Context: an optimization exercise on an open-source flow, tuned for small area, a short achievable clock period and few clock cycles per item. The choices shown serve that exercise and are no tape-out recipe. In this exercise RTL edits were held to simulation tests only and were not proved equivalent to the original.

JK:
Design SQRT, start of the top module:
module SQRT(
	CLK, RST,
	START,
	DATA_IN,
	DATA_OUT,
	DONE
);
Size in the first run: about 690 cells after synthesis, about 5300 um2 of cells after synthesis.
export LEC_CHECK = 0
export ABC_AREA = 1
export CAP_MARGIN = 20
export CORE_MARGIN = 2
export CORE_UTILIZATION = 40
export CTS_BUF_LIST = sky130_fd_sc_hd__clkbuf_4
export SLEW_MARGIN = 20
create_clock -name core_clock -period 34.0 [get_ports {CLK}]
standard.sh (not shown) runs the stock make flow with config.mk's settings and CLKGATE_MAP_FILE= SYNTH_SCRIPT=/design/flow/synth_recipe.tcl, a recipe that flattens the netlist after the stock synthesis.
==> flow/flow/run.sh <==
#!/bin/bash
set -euo pipefail
bash standard.sh SETUP_SLACK_MARGIN=25.4 "BUFFER_PORTS_ARGS=-buffer_cell sky130_fd_sc_hd__buf_2" finish > make_finish.log 2>&1
Looking at the reports, JK completed the entire flow and the layout it produced met the timing, DRC and antenna checks.
Testbench counts of JK, summed over its fixed seeds: cycles 34,869, items 2,048.
#### Input delta (MS over JK)
- CTS_CLUSTER_SIZE newly set to 30
- CTS_BUF_LIST changed from sky130_fd_sc_hd__clkbuf_4 to sky130_fd_sc_hd__clkbuf_4 sky130_fd_sc_hd__clkbuf_8
==> flow/flow/run.sh <==
#!/bin/bash
set -euo pipefail
bash standard.sh SETUP_SLACK_MARGIN=25 "BUFFER_PORTS_ARGS=-buffer_cell sky130_fd_sc_hd__buf_2" finish > make_finish.log 2>&1
[summary]
- For MS and JK, there was not a single run that failed to finish clean.
- Going from JK to MS, relative slew slack lower, final instance area picked up an extra about 0.5%, starting utilization of the core area was more or less identical.
- More vias were needed by JK than by MS.
- The layout clock buffer count in MS sits 1 above the value recorded for JK.
[inputs] AL vs MS
- CTS_CLUSTER_SIZE removed (was 30)
- GPL_TIMING_DRIVEN newly set to 1
- CTS_BUF_LIST changed from sky130_fd_sc_hd__clkbuf_4 sky130_fd_sc_hd__clkbuf_8 to sky130_fd_sc_hd__clkbuf_4
==> flow/flow/run.sh <==
#!/bin/bash
set -euo pipefail
bash standard.sh SETUP_SLACK_MARGIN=25.5 "BUFFER_PORTS_ARGS=-buffer_cell sky130_fd_sc_hd__buf_2" finish > make_finish.log 2>&1
Results
Diff AL..MS | tap cell instance count | negligible
AL and MS ended up with roughly the same last weighted congestion value of the routability-driven placer.
Diff MS -> AL | clock slew seen by the registers of the worst setup and hold paths | increase of 40 ps
Between MS and AL, the proportion of synthesized chip area in sequential cells does not differ in any meaningful way.
Reported for MS and AL, post-synthesis net count turned out identical to the last digit.
Sequential share of layout area delta (AL -> MS): insignificant
MS and AL ended up with roughly the same core utilization.
STATUS clock tree skew after final layout: AL loses against MS
AL ended up with a lower growth of design area from synthesis to finish than MS did.

========
== run A ==
SQRT again, from the RTL that the note above started with.
clock: 34.0 ns
lec_check: 0
abc_area: 1
cap_margin: 20
core_margin: 2
core_utilization: 40
cts_buf_list: sky130_fd_sc_hd__clkbuf_4
slew_margin: 20
==> flow/flow/run.sh <==
#!/bin/bash
set -euo pipefail
bash standard.sh SETUP_SLACK_MARGIN=25.75 "BUFFER_PORTS_ARGS=-buffer_cell sky130_fd_sc_hd__buf_2" finish > make_finish.log 2>&1
In summary, run A completed successfully, with a layout that passed the timing, DRC and antenna checks.
Testbench counts of run A, summed over its fixed seeds: cycles 34,869, items 2,048.
Here is what was changed in the inputs of run B compared with run A.
==> flow/flow/run.sh <==
#!/bin/bash
set -euo pipefail
bash standard.sh SETUP_SLACK_MARGIN=25.5 "BUFFER_PORTS_ARGS=-buffer_cell sky130_fd_sc_hd__buf_2" finish > make_finish.log 2>&1
-- flow/config.mk --
<<< run A, line 9
export CAP_MARGIN = 20
export CORE_MARGIN = 2
export CORE_UTILIZATION = 40
export CTS_BUF_LIST = sky130_fd_sc_hd__clkbuf_4
export SLEW_MARGIN = 20
>>> run B, line 9
export CAP_MARGIN = 20
export CORE_MARGIN = 2
export CORE_UTILIZATION = 65
export CTS_BUF_LIST = sky130_fd_sc_hd__clkbuf_4
export SLEW_MARGIN = 20
Findings:
In run B relative to run A, die area had gone down by more than a quarter.
The post-layout minimum cycle time in run B was higher than what run A gave.
Run B vs. run A: global-route usage went up by 12 points.
In run B, the post-layout net count came out 13 below the value in run A.
In run B, the non-clock buffer count came out 11 below the value in run A.
On final design area excluding fillers, run A loses to run B.
Transition time at the pin with the least slew margin ended up 0.032 ns lower on run B than on run A.
Changes observed in run B relative to run A: final cell count without fillers fell by about 9%.
For run C, these inputs were changed with respect to run B:
-- flow/config.mk --
<<< run B, line 9
export CAP_MARGIN = 20
export CORE_MARGIN = 2
export CORE_UTILIZATION = 65
export CTS_BUF_LIST = sky130_fd_sc_hd__clkbuf_4
export SLEW_MARGIN = 20
>>> run C, line 9
export CAP_MARGIN = 20
export CORE_MARGIN = 2
export CORE_UTILIZATION = 40
export CTS_BUF_LIST = sky130_fd_sc_hd__clkbuf_4
export SLEW_MARGIN = 20
Findings:
Run B → run C: clock skew roughly the same, starting density of the core lower, share of the final layout cell area in sequential cells lower.
Relative to run C, the following input files were edited for run D:
==> flow/flow/run.sh <==
#!/bin/bash
set -euo pipefail
bash standard.sh SETUP_SLACK_MARGIN=25.25 "BUFFER_PORTS_ARGS=-buffer_cell sky130_fd_sc_hd__buf_2" finish > make_finish.log 2>&1
## What came out
In the reports for run C and run D, the smaller area overhead of the layout relative to synthesis belongs to run D. On hold slack, run C and run D are neck and neck. [compare] base=run C new=run D: met2 routing resource usage after global routing saw little to no change, critical path depth saw an increase, fmax saw a decrease. Run D reports its type of the worst setup path as flip-flop to flip-flop while run C reports flip-flop to output pin.

-- separate check: timing with driven ports --
How much do the figures lean on ideal ports? The routed layouts below were timed once more, with nothing changed but the port constraints.
Step 1: set_driving_cell puts a clkbuf_16 on CLK and a buf_2 on each other input, an assumption about the parent block.
Step 2 times the ports against the registers' clock, not the clock port: input delays grow and output delays shrink by t, the midpoint of the rising clock arrivals with the driver on.
a / b / c = ideal / step 1 / step 2; a / b = the first two.
run	t (ns)	setup slack, ns	worst setup path at the end
JK	0.424	25.987 / 25.987 / 25.987	register to register
MS	0.373	25.659 / 25.659 / 25.659	register to register
AL	0.422	26.021 / 25.994 / 26.125	register to register
run A	0.425	26.011 / 25.984 / 26.214	input to register
run B	0.456	25.970 / 25.939 / 26.095	register to register
run C	0.422	26.021 / 25.994 / 26.125	register to register
run D	0.425	25.951 / 25.951 / 25.951	register to register
After both steps setup and hold are still met in every run listed.
